From an optimization exercise on the open Yosys and OpenROAD flow, aimed at a short achievable clock period and few clock cycles; shortcuts taken in it are not production practice. RTL that was checked went through simulation tests only; none was proved equivalent to the original. Power is estimated from default activity; no workload was simulated.

==> 09-06 <==
## pipeline_top
module pipeline_top (
    input clk, rstn,
    output reg halt_out,
    output [31:0] imem_addr,
    input [31:0] imem_rdata,
    output [31:0] dmem_addr,
    output [31:0] dmem_wdata,
    output [1:0] dmem_size,
    output dmem_we,
    input [31:0] dmem_rdata
);
reg  [9:0]  pc_f;             
reg  [9:0]  ia_f;             
reg         lc_v;
reg  [4:0]  lc_rd;
reg  [11:0] lc_val;
reg         v_d;
reg  [31:0] ir_d;
reg  [9:0]  pc_d;
reg         pt_d;             
reg  [31:1] sel1_d, sel2_d;   
reg         eq1e, eq1m, eq1w, eq2e, eq2m, eq2w;
reg         v_e, wr_e, ld_e, st_e, mul_e, halt_e;
reg  [4:0]  rd_e;
reg  [31:0] a_e, b_e, imm_e, res_d_e;
reg  [31:0] ma_e, mb_e;       
reg         fa_w_e, fb_w_e;   
reg         bimm_e;           
reg         early_e;          
reg         sub_e, sra_e;
reg         add_e;            
reg  [2:0]  f3_e;             
reg  [2:0]  mf3_e;            
reg         chk_e;            
reg         pred_e;           
reg  [9:0]  alt_e;            
reg         wr_m, ld_m, mul_m;
reg         we_m;             
reg  [4:0]  rd_m;
reg  [31:0] res_m;
reg  [31:0] da_m;             
reg  [31:0] sd_m;             
reg  [1:0]  ds_m;             
reg  [2:0]  f3_m;
reg  [191:0] rows_m;
reg         wr_w;
reg  [4:0]  rd_w;
reg  [31:0] res_w;
reg  [31:0] rf [1:31];
reg         stopped;          
integer r, k;
wire [31:0] wb_w = res_w;
always @(posedge clk) begin
    if (wr_w) rf[rd_w] <= wb_w;
end
wire [31:0] a_x = fa_w_e ? wb_w : a_e;
wire [31:0] b_x = fb_w_e ? wb_w : b_e;
wire [31:0] bo_x = bimm_e ? imm_e : b_x;
wire [31:0] q_x = sub_e ? ~bo_x : bo_x;     
wire [31:0] sum_x = a_x + q_x + {31'b0, sub_e};
wire        lt_x  = $signed(a_x) < $signed(bo_x);
wire        ltu_x = a_x < bo_x;
wire [31:0] sll_x = a_x << bo_x[4:0];
wire [31:0] srl_x = $signed({sra_e & a_x[31], a_x}) >>> bo_x[4:0];
reg  [31:0] alu_x;
always @(*) begin
    case (f3_e)
        3'd0: alu_x = sum_x;
  ...
export LEC_CHECK = 0
export CAP_MARGIN = 20
export CORE_MARGIN = 2
export CORE_UTILIZATION = 60
export GPL_TIMING_DRIVEN = 1
export SLEW_MARGIN = 20
export SYNTH_HIERARCHICAL = 1
create_clock -name core_clock -period 30.0 [get_ports {clk}]
standard.sh (not shown) runs the stock make flow with config.mk's settings and CLKGATE_MAP_FILE= SYNTH_SCRIPT=/design/flow/synth_recipe.tcl, a recipe that flattens the netlist after the stock synthesis.
==> flow/flow/run.sh <==
#!/bin/bash
# The standard layout, with fast buffers (instead of the default pick, a delay
# cell) on the input and output ports. make's output goes to make.log here.
set -euo pipefail
bash standard.sh finish "BUFFER_PORTS_ARGS=-buffer_cell sky130_fd_sc_hd__buf_4" > make.log 2>&1
==> inputs of 03-13, as changes to 09-06 <==
--- a/flow/design.v
+++ b/flow/design.v
@@ -1235,16 +1235,19 @@
     output dmem_we,
     input [31:0] dmem_rdata
 );
 reg  [9:0]  pc_f;             
 reg  [9:0]  ia_f;             
 reg         lc_v;
 reg  [4:0]  lc_rd;
 reg  [11:0] lc_val;
+reg         kc_v;
+reg  [4:0]  kc_rd;
+reg  [31:0] kc_val;
 reg         v_d;
 reg  [31:0] ir_d;
 reg  [9:0]  pc_d;
 reg         pt_d;             
 reg  [31:1] sel1_d, sel2_d;   
 reg         eq1e, eq1m, eq1w, eq2e, eq2m, eq2w;
 reg         v_e, wr_e, ld_e, st_e, mul_e, halt_e;
 reg  [4:0]  rd_e;
@@ -1371,17 +1374,17 @@
 wire [31:0] sx_d = a_e ^ qe_d ^ so_d;       
 wire [31:0] sm_d = (a_e & qe_d) | (a_e & sx_d) | (qe_d & sx_d);
 wire        seq_d = (sx_d[0] == sub_e) & (sx_d[31:1] == sm_d[30:0]);
 wire        sok_d = (s1_d | s2_d) & add_e & ~f3_d[2] & ~fa_w_e & ~fb_w_e;
 wire rs_same_d = rs1_d == rs2_d;
 wire br_fast_d = (ok1_d & ok2_d) | sok_d | rs_same_d;
 wire br_cond_d = rs_same_d ? (f3_d[2] ? f3_d[0] : ~f3_d[0]) :
                  (ok1_d & ok2_d) ? cond_d : (seq_d ^ f3_d[0]);
-wire br_pred_d = ir_d[31];                          
+wire br_pred_d = pt_d;                              
 wire br_take_d = br_fast_d ? br_cond_d : br_pred_d;
 wire [9:0] pc1_d   = pc_d + 10'd1;
 wire [9:0] brtgt_d = pc_d + {ir_d[7], ir_d[30:25], ir_d[11:9]};
 wire [9:0] jtgt_d  = pc_d + {ir_d[19:12], ir_d[20], ir_d[30:22]};
 wire [11:0] jrsum_d = f1_d[11:0] + ir_d[31:20];
 wire [9:0] jrtgt_d = jrsum_d[11:2];
 wire take_d = is_jal_d | is_jalr_d | (is_br_d & br_take_d);
 wire d_ok    = v_d & ~e_mis & ~stopped;
@@ -1391,20 +1394,29 @@
 wire d_redir = d_go & (is_jalr_d ? ~jr_ok : (take_d ^ pt_d));
 wire d_halt  = d_go & is_halt_d;
 wire d_end   = v_d & ~stopped & ~d_wait & is_halt_d;    
 wire        d_const = v_d & ~stopped & (is_lui_d | is_auipc_d) & (rd_d != 5'd0);
 wire        d_kill  = v_d & ~stopped & wr_d & (rd_d == lc_rd);
 wire        lk_v    = d_const | (lc_v & ~d_kill);
 wire [4:0]  lk_rd   = d_const ? rd_d : lc_rd;
 wire [11:0] lk_val  = d_const ? (is_auipc_d ? {pc_d, 2'b00} : 12'd0) : lc_val;
-wire [9:0]  pc_seq;            
+wire [9:0]  pc_nxt, ia_nxt;    
 wire        pt_f;              
+wire        d_addi  = v_d & ~stopped & is_opi_d & (f3_d == 3'd0) & (rd_d != 5'd0);
+wire        d_kset  = d_addi & ((rs1_d == 5'd0) | (kc_v & (rs1_d == kc_rd)));
+wire        d_kkill = v_d & ~stopped & wr_d & (rd_d == kc_rd);
+wire        kk_v    = d_kset | (kc_v & ~d_kkill);
+wire [4:0]  kk_rd   = d_kset ? rd_d : kc_rd;
+wire [31:0] kk_val  = d_kset ? (((rs1_d == 5'd0) ? 32'd0 : kc_val) + immI) : kc_val;
+wire        kk_zero = kk_val == 32'd0;
 fpred FP (.pc(pc_f), .ins(imem_rdata), .lk_v(lk_v), .lk_rd(lk_rd), .lk_val(lk_val),
-          .nxt(pc_seq), .taken(pt_f));
+          .kk_v(kk_v), .kk_rd(kk_rd), .kk_zero(kk_zero), .kk_neg(kk_val[31]),
+          .use_p(use_p), .oth_p(oth_p), .use_i(use_i), .oth_i(oth_i),
+          .nxt_p(pc_nxt), .nxt_i(ia_nxt), .taken(pt_f));
 wire [31:0] prod_m;
 mul_final MF (.rows(rows_m), .p(prod_m));
 reg  [31:0] ld_val_m;
 always @(*) begin
     case (f3_m[1:0])
         2'b00: begin
             case (res_m[1:0])
                 2'd0: ld_val_m[7:0] = dmem_rdata[7:0];
@@ -1427,43 +1439,48 @@
 assign dmem_we    = we_m;
 assign imem_addr  = {20'b0, ia_f, 2'b00};
 wire       f_hold = d_stall | stopped | d_end;
 wire       d_brv   = v_d & is_br_d;
 wire       d_jrmis = v_d & is_jalr_d & ~jr_ok;
 wire       d_jmis  = v_d & is_jal_d & ~pt_d;
 wire       use_seq = ~e_mis & (d_brv ? (br_take_d == pt_d) : ~(d_jrmis | d_jmis));
 wire [9:0] oth_nxt = e_mis ? alt_e : d_brv ? (pt_d ? pc1_d : brtgt_d) : d_jrmis ? jrtgt_d : jtgt_d;
-wire [9:0] pc_nxt  = use_seq ? pc_seq : oth_nxt;
+wire       en_p    = e_mis | ~f_hold;
+wire       en_i    = e_mis | ~d_stall;
+wire       use_p   = use_seq & en_p;
+wire [9:0] oth_p   = en_p ? oth_nxt : pc_f;
+wire       use_i   = rstn & use_seq & en_i;
+wire [9:0] oth_i   = ~rstn ? 10'd0 : en_i ? oth_nxt : ia_f;
 always @(posedge clk or negedge rstn) begin
     if (!rstn) begin
         pc_f <= 10'd0;
-        ia_f <= 10'd0;
         lc_v <= 1'b0;
         lc_rd <= 5'd0;
         lc_val <= 12'd0;
+        kc_v <= 1'b0;
+        kc_rd <= 5'd0;
+        kc_val <= 32'd0;
         v_d <= 1'b0;
         ir_d <= 32'b0;
         pc_d <= 10'd0;
         pt_d <= 1'b0;
         sel1_d <= 31'b0;
         sel2_d <= 31'b0;
         eq1e <= 1'b0; eq1m <= 1'b0; eq1w <= 1'b0;
         eq2e <= 1'b0; eq2m <= 1'b0; eq2w <= 1'b0;
         v_e <= 1'b0; wr_e <= 1'b0; ld_e <= 1'b0; st_e <= 1'b0; mul_e <= 1'b0;
         halt_e <= 1'b0; chk_e <= 1'b0;
         rd_e <= 5'd0;
         fa_w_e <= 1'b0; fb_w_e <= 1'b0;
-        wr_m <= 1'b0; ld_m <= 1'b0; mul_m <= 1'b0; we_m <= 1'b0; rd_m <= 5'd0;
+        wr_m <= 1'b0; ld_m <= 1'b0; mul_m <= 1'b0; rd_m <= 5'd0;
         wr_w <= 1'b0; rd_w <= 5'd0;
         stopped <= 1'b0;
-        halt_out <= 1'b0;
     end else begin
-        if (e_mis | ~f_hold) pc_f <= pc_nxt;
-        if (e_mis | ~d_stall) ia_f <= pc_nxt;
+        pc_f <= pc_nxt;
         if (~f_hold) begin
             ir_d <= imem_rdata;
             pc_d <= pc_f;
             pt_d <= pt_f;
             eq1e <= wr_d & (rd_d == imem_rdata[19:15]);
             eq2e <= wr_d & (rd_d == imem_rdata[24:20]);
             eq1m <= v_e & wr_e & (rd_e == imem_rdata[19:15]);
             eq2m <= v_e & wr_e & (rd_e == imem_rdata[24:20]);
@@ -1483,34 +1500,45 @@
             eq2w <= m2_m;
         end
         v_d <= e_mis ? 1'b0 : f_hold ? (v_d & ~stopped & ~d_end) : ~d_redir;
         if (d_halt) stopped <= 1'b1;
         if (d_go) begin
             lc_v <= lk_v;
             lc_rd <= lk_rd;
             lc_val <= lk_val;
+            kc_v <= kk_v;
+            kc_rd <= kk_rd;
+            kc_val <= kk_val;
         end
         v_e    <= d_go;
         wr_e   <= d_go & wr_d;
         ld_e   <= d_go & is_ld_d;
         st_e   <= d_go & is_st_d;
         mul_e  <= d_go & is_mul_d;
         halt_e <= d_go & is_halt_d;
         chk_e  <= d_go & is_br_d & ~br_fast_d;
         rd_e   <= rd_d;
         fa_w_e <= d_go & use1_d & ~m1_e & m1_m & m_late;
         fb_w_e <= d_go & use2_d & ~m2_e & m2_m & m_late;
         wr_m  <= v_e & wr_e;
         ld_m  <= v_e & ld_e;
         mul_m <= v_e & mul_e;
-        we_m  <= v_e & st_e;
         rd_m  <= rd_e;
         wr_w <= wr_m;
         rd_w <= rd_m;
+    end
+end
+always @(posedge clk) begin
+    ia_f <= ia_nxt;                 
+    if (!rstn) begin
+        we_m <= 1'b0;
+        halt_out <= 1'b0;
+    end else begin
+        we_m <= v_e & st_e;
         halt_out <= halt_out | (v_e & halt_e) |
                     (d_halt & ~(v_e & st_e));
     end
 end
 always @(posedge clk) begin
     a_e <= a_d;
     if (is_mul_d) begin
         ma_e <= a_d;
@@ -1540,23 +1568,37 @@
 end
 endmodule
 module fpred (
     input  [9:0]  pc,
     input  [31:0] ins,
     input         lk_v,
     input  [4:0]  lk_rd,
     input  [11:0] lk_val,
-    output [9:0]  nxt,
+    input         kk_v,
+    input  [4:0]  kk_rd,
+    input         kk_zero,
+    input         kk_neg,
+    input         use_p,       
+    input  [9:0]  oth_p,
+    input         use_i,       
+    input  [9:0]  oth_i,
+    output [9:0]  nxt_p,
+    output [9:0]  nxt_i,
     output        taken
 );
 wire [6:0]  op  = ins[6:0];
 wire        jal = op == 7'b1101111;
-wire        bb  = (op == 7'b1100011) & ins[31];
+wire        br  = op == 7'b1100011;
+wire        kn  = kk_v & (ins[19:15] == kk_rd) & (ins[24:20] == 5'd0) & ~ins[13];
+wire        kt  = (ins[14] ? kk_neg : kk_zero) ^ ins[12];
+wire        bb  = br & (kn ? kt : ins[31]);
 wire        jr  = (op == 7'b1100111) & lk_v & (ins[19:15] == lk_rd);
 wire [9:0]  jt  = pc + {ins[19:12], ins[20], ins[30:22]};
 wire [9:0]  bt  = pc + {ins[7], ins[30:25], ins[11:9]};
 wire [11:0] js  = lk_val + ins[31:20];
 wire [9:0]  p1  = pc + 10'd1;
-assign nxt = ({10{jal}} & jt) | ({10{bb}} & bt) | ({10{jr}} & js[11:2]) |
+wire [9:0]  nxt = ({10{jal}} & jt) | ({10{bb}} & bt) | ({10{jr}} & js[11:2]) |
              ({10{~(jal | bb | jr)}} & p1);
 assign taken = jal | bb | jr;
+assign nxt_p = use_p ? nxt : oth_p;
+assign nxt_i = use_i ? nxt : oth_i;
 endmodule
==> flow/config.mk (replaced) <==
export PLATFORM = sky130hd
export DESIGN_NAME = pipeline_top
export DESIGN_NICKNAME = pipeline_top
export VERILOG_FILES = /design/flow/design.v
export SDC_FILE = /design/flow/constraint.sdc
export NUM_CORES = 4
export LEC_CHECK = 0
export CAP_MARGIN = 40
export CORE_MARGIN = 2
export CORE_UTILIZATION = 45
export GPL_ROUTABILITY_DRIVEN = 1
export GPL_TIMING_DRIVEN = 1
export SLEW_MARGIN = 40
export SYNTH_HIERARCHICAL = 1
==> inputs of 06-03, as changes to 09-06 <==
--- a/flow/design.v
+++ b/flow/design.v
@@ -1235,16 +1235,19 @@
     output dmem_we,
     input [31:0] dmem_rdata
 );
 reg  [9:0]  pc_f;             
 reg  [9:0]  ia_f;             
 reg         lc_v;
 reg  [4:0]  lc_rd;
 reg  [11:0] lc_val;
+reg         kc_v;
+reg  [4:0]  kc_rd;
+reg  [31:0] kc_val;
 reg         v_d;
 reg  [31:0] ir_d;
 reg  [9:0]  pc_d;
 reg         pt_d;             
 reg  [31:1] sel1_d, sel2_d;   
 reg         eq1e, eq1m, eq1w, eq2e, eq2m, eq2w;
 reg         v_e, wr_e, ld_e, st_e, mul_e, halt_e;
 reg  [4:0]  rd_e;
@@ -1371,17 +1374,17 @@
 wire [31:0] sx_d = a_e ^ qe_d ^ so_d;       
 wire [31:0] sm_d = (a_e & qe_d) | (a_e & sx_d) | (qe_d & sx_d);
 wire        seq_d = (sx_d[0] == sub_e) & (sx_d[31:1] == sm_d[30:0]);
 wire        sok_d = (s1_d | s2_d) & add_e & ~f3_d[2] & ~fa_w_e & ~fb_w_e;
 wire rs_same_d = rs1_d == rs2_d;
 wire br_fast_d = (ok1_d & ok2_d) | sok_d | rs_same_d;
 wire br_cond_d = rs_same_d ? (f3_d[2] ? f3_d[0] : ~f3_d[0]) :
                  (ok1_d & ok2_d) ? cond_d : (seq_d ^ f3_d[0]);
-wire br_pred_d = ir_d[31];                          
+wire br_pred_d = pt_d;                              
 wire br_take_d = br_fast_d ? br_cond_d : br_pred_d;
 wire [9:0] pc1_d   = pc_d + 10'd1;
 wire [9:0] brtgt_d = pc_d + {ir_d[7], ir_d[30:25], ir_d[11:9]};
 wire [9:0] jtgt_d  = pc_d + {ir_d[19:12], ir_d[20], ir_d[30:22]};
 wire [11:0] jrsum_d = f1_d[11:0] + ir_d[31:20];
 wire [9:0] jrtgt_d = jrsum_d[11:2];
 wire take_d = is_jal_d | is_jalr_d | (is_br_d & br_take_d);
 wire d_ok    = v_d & ~e_mis & ~stopped;
@@ -1393,17 +1396,25 @@
 wire d_end   = v_d & ~stopped & ~d_wait & is_halt_d;    
 wire        d_const = v_d & ~stopped & (is_lui_d | is_auipc_d) & (rd_d != 5'd0);
 wire        d_kill  = v_d & ~stopped & wr_d & (rd_d == lc_rd);
 wire        lk_v    = d_const | (lc_v & ~d_kill);
 wire [4:0]  lk_rd   = d_const ? rd_d : lc_rd;
 wire [11:0] lk_val  = d_const ? (is_auipc_d ? {pc_d, 2'b00} : 12'd0) : lc_val;
 wire [9:0]  pc_seq;            
 wire        pt_f;              
+wire        d_addi  = v_d & ~stopped & is_opi_d & (f3_d == 3'd0) & (rd_d != 5'd0);
+wire        d_kset  = d_addi & ((rs1_d == 5'd0) | (kc_v & (rs1_d == kc_rd)));
+wire        d_kkill = v_d & ~stopped & wr_d & (rd_d == kc_rd);
+wire        kk_v    = d_kset | (kc_v & ~d_kkill);
+wire [4:0]  kk_rd   = d_kset ? rd_d : kc_rd;
+wire [31:0] kk_val  = d_kset ? (((rs1_d == 5'd0) ? 32'd0 : kc_val) + immI) : kc_val;
+wire        kk_zero = kk_val == 32'd0;
 fpred FP (.pc(pc_f), .ins(imem_rdata), .lk_v(lk_v), .lk_rd(lk_rd), .lk_val(lk_val),
+          .kk_v(kk_v), .kk_rd(kk_rd), .kk_zero(kk_zero), .kk_neg(kk_val[31]),
           .nxt(pc_seq), .taken(pt_f));
 wire [31:0] prod_m;
 mul_final MF (.rows(rows_m), .p(prod_m));
 reg  [31:0] ld_val_m;
 always @(*) begin
     case (f3_m[1:0])
         2'b00: begin
             case (res_m[1:0])
@@ -1431,39 +1442,39 @@
 wire       d_jrmis = v_d & is_jalr_d & ~jr_ok;
 wire       d_jmis  = v_d & is_jal_d & ~pt_d;
 wire       use_seq = ~e_mis & (d_brv ? (br_take_d == pt_d) : ~(d_jrmis | d_jmis));
 wire [9:0] oth_nxt = e_mis ? alt_e : d_brv ? (pt_d ? pc1_d : brtgt_d) : d_jrmis ? jrtgt_d : jtgt_d;
 wire [9:0] pc_nxt  = use_seq ? pc_seq : oth_nxt;
 always @(posedge clk or negedge rstn) begin
     if (!rstn) begin
         pc_f <= 10'd0;
-        ia_f <= 10'd0;
         lc_v <= 1'b0;
         lc_rd <= 5'd0;
         lc_val <= 12'd0;
+        kc_v <= 1'b0;
+        kc_rd <= 5'd0;
+        kc_val <= 32'd0;
         v_d <= 1'b0;
         ir_d <= 32'b0;
         pc_d <= 10'd0;
         pt_d <= 1'b0;
         sel1_d <= 31'b0;
         sel2_d <= 31'b0;
         eq1e <= 1'b0; eq1m <= 1'b0; eq1w <= 1'b0;
         eq2e <= 1'b0; eq2m <= 1'b0; eq2w <= 1'b0;
         v_e <= 1'b0; wr_e <= 1'b0; ld_e <= 1'b0; st_e <= 1'b0; mul_e <= 1'b0;
         halt_e <= 1'b0; chk_e <= 1'b0;
         rd_e <= 5'd0;
         fa_w_e <= 1'b0; fb_w_e <= 1'b0;
-        wr_m <= 1'b0; ld_m <= 1'b0; mul_m <= 1'b0; we_m <= 1'b0; rd_m <= 5'd0;
+        wr_m <= 1'b0; ld_m <= 1'b0; mul_m <= 1'b0; rd_m <= 5'd0;
         wr_w <= 1'b0; rd_w <= 5'd0;
         stopped <= 1'b0;
-        halt_out <= 1'b0;
     end else begin
         if (e_mis | ~f_hold) pc_f <= pc_nxt;
-        if (e_mis | ~d_stall) ia_f <= pc_nxt;
         if (~f_hold) begin
             ir_d <= imem_rdata;
             pc_d <= pc_f;
             pt_d <= pt_f;
             eq1e <= wr_d & (rd_d == imem_rdata[19:15]);
             eq2e <= wr_d & (rd_d == imem_rdata[24:20]);
             eq1m <= v_e & wr_e & (rd_e == imem_rdata[19:15]);
             eq2m <= v_e & wr_e & (rd_e == imem_rdata[24:20]);
@@ -1483,34 +1494,46 @@
             eq2w <= m2_m;
         end
         v_d <= e_mis ? 1'b0 : f_hold ? (v_d & ~stopped & ~d_end) : ~d_redir;
         if (d_halt) stopped <= 1'b1;
         if (d_go) begin
             lc_v <= lk_v;
             lc_rd <= lk_rd;
             lc_val <= lk_val;
+            kc_v <= kk_v;
+            kc_rd <= kk_rd;
+            kc_val <= kk_val;
         end
         v_e    <= d_go;
         wr_e   <= d_go & wr_d;
         ld_e   <= d_go & is_ld_d;
         st_e   <= d_go & is_st_d;
         mul_e  <= d_go & is_mul_d;
         halt_e <= d_go & is_halt_d;
         chk_e  <= d_go & is_br_d & ~br_fast_d;
         rd_e   <= rd_d;
         fa_w_e <= d_go & use1_d & ~m1_e & m1_m & m_late;
         fb_w_e <= d_go & use2_d & ~m2_e & m2_m & m_late;
         wr_m  <= v_e & wr_e;
         ld_m  <= v_e & ld_e;
         mul_m <= v_e & mul_e;
-        we_m  <= v_e & st_e;
         rd_m  <= rd_e;
         wr_w <= wr_m;
         rd_w <= rd_m;
+    end
+end
+always @(posedge clk) begin
+    if (!rstn) begin
+        ia_f <= 10'd0;
+        we_m <= 1'b0;
+        halt_out <= 1'b0;
+    end else begin
+        if (e_mis | ~d_stall) ia_f <= pc_nxt;
+        we_m <= v_e & st_e;
         halt_out <= halt_out | (v_e & halt_e) |
                     (d_halt & ~(v_e & st_e));
     end
 end
 always @(posedge clk) begin
     a_e <= a_d;
     if (is_mul_d) begin
         ma_e <= a_d;
@@ -1540,22 +1563,29 @@
 end
 endmodule
 module fpred (
     input  [9:0]  pc,
     input  [31:0] ins,
     input         lk_v,
     input  [4:0]  lk_rd,
     input  [11:0] lk_val,
+    input         kk_v,
+    input  [4:0]  kk_rd,
+    input         kk_zero,
+    input         kk_neg,
     output [9:0]  nxt,
     output        taken
 );
 wire [6:0]  op  = ins[6:0];
 wire        jal = op == 7'b1101111;
-wire        bb  = (op == 7'b1100011) & ins[31];
+wire        br  = op == 7'b1100011;
+wire        kn  = kk_v & (ins[19:15] == kk_rd) & (ins[24:20] == 5'd0) & ~ins[13];
+wire        kt  = (ins[14] ? kk_neg : kk_zero) ^ ins[12];
+wire        bb  = br & (kn ? kt : ins[31]);
 wire        jr  = (op == 7'b1100111) & lk_v & (ins[19:15] == lk_rd);
 wire [9:0]  jt  = pc + {ins[19:12], ins[20], ins[30:22]};
 wire [9:0]  bt  = pc + {ins[7], ins[30:25], ins[11:9]};
 wire [11:0] js  = lk_val + ins[31:20];
 wire [9:0]  p1  = pc + 10'd1;
 assign nxt = ({10{jal}} & jt) | ({10{bb}} & bt) | ({10{jr}} & js[11:2]) |
              ({10{~(jal | bb | jr)}} & p1);
 assign taken = jal | bb | jr;
==> qor summary <==
item	03-13	09-06	06-03
Result of the run	no timing/DRC/antenna violations	no timing/DRC/antenna violations	no timing/DRC/antenna violations
Cell count after placement	12224	10879	11449
Initial Utilization	0.453	0.602	0.604
Post-Synthesis Cells	9517	8990	9526
Number of search-and-repair iterations in the first detailed-routing pass	11	14	22
Min-Delay Startpoint	rd_e[3]$_DFF_PN0_	rd_e[1]$_DFF_PN0_	ir_d[12]$_DFFE_PN0N_
Power drawn by the sequential cells	3200 µW	3180 µW	3110 µW
Final layout net count	10282	9709	10286
Standard-cell row count	174	148	150
Die width	479 µm	407 µm	414 µm
Final clock-cell share	0.0563	0.0580	0.0546
Util after Layout	0.502	0.661	0.661
R2r setup slk	22010 ps	22350 ps	21880 ps
Proportion of power drawn by the clock network	0.243	0.246	0.261
Area fraction in compound gates after synthesis	0.169	0.176	0.174
Synthesis-stage register bit count	1727	1688	1727
Worst-Margin Slew	1080 ps	1330 ps	1310 ps
Clkbuf count	227	217	234
Worst Hold Margin	446 ps	454 ps	400 ps
Global-route wire length before repair	624 mm	585 mm	600 mm
Testbench counts of 03-13, summed over its fixed seeds: cycles 40,375.
Testbench counts of 06-03, summed over its fixed seeds: cycles 40,375.
Function not checked in 09-06: the RTL went through the layout flow alone.

==> static timing again, ports no longer ideal <==
Ports are ideal in the flow. The routed layouts listed here were re-timed in OpenROAD.
Step 1: set_driving_cell puts a clkbuf_16 on clk and a buf_2 on each other input, an assumption about the parent block.
Step 2 moves the port delays by t, midway between the first and last clock arrival at a register: inputs arrive t later, outputs are due t later. That takes back most of the time a late clock gives input paths.
Slacks: ideal ports / drivers / drivers and shift; pairs: ideal ports / drivers.
run	t (ns)	slack for setup (ns)	clock arrival spread, ns	worst register clock-pin slew, ns
09-06	0.956	22.350 / 22.350 / 21.529	0.069 / 0.069	0.07 / 0.07
03-13	0.958	22.005 / 22.005 / 21.405	0.062 / 0.062	0.07 / 0.07
06-03	0.948	21.878 / 21.878 / 21.401	0.076 / 0.076	0.08 / 0.08
After both steps setup and hold are still met in every run listed. The setup slack of 09-06, which loses most, moves by 0.000 ns with the drivers and by -0.821 ns with both steps.
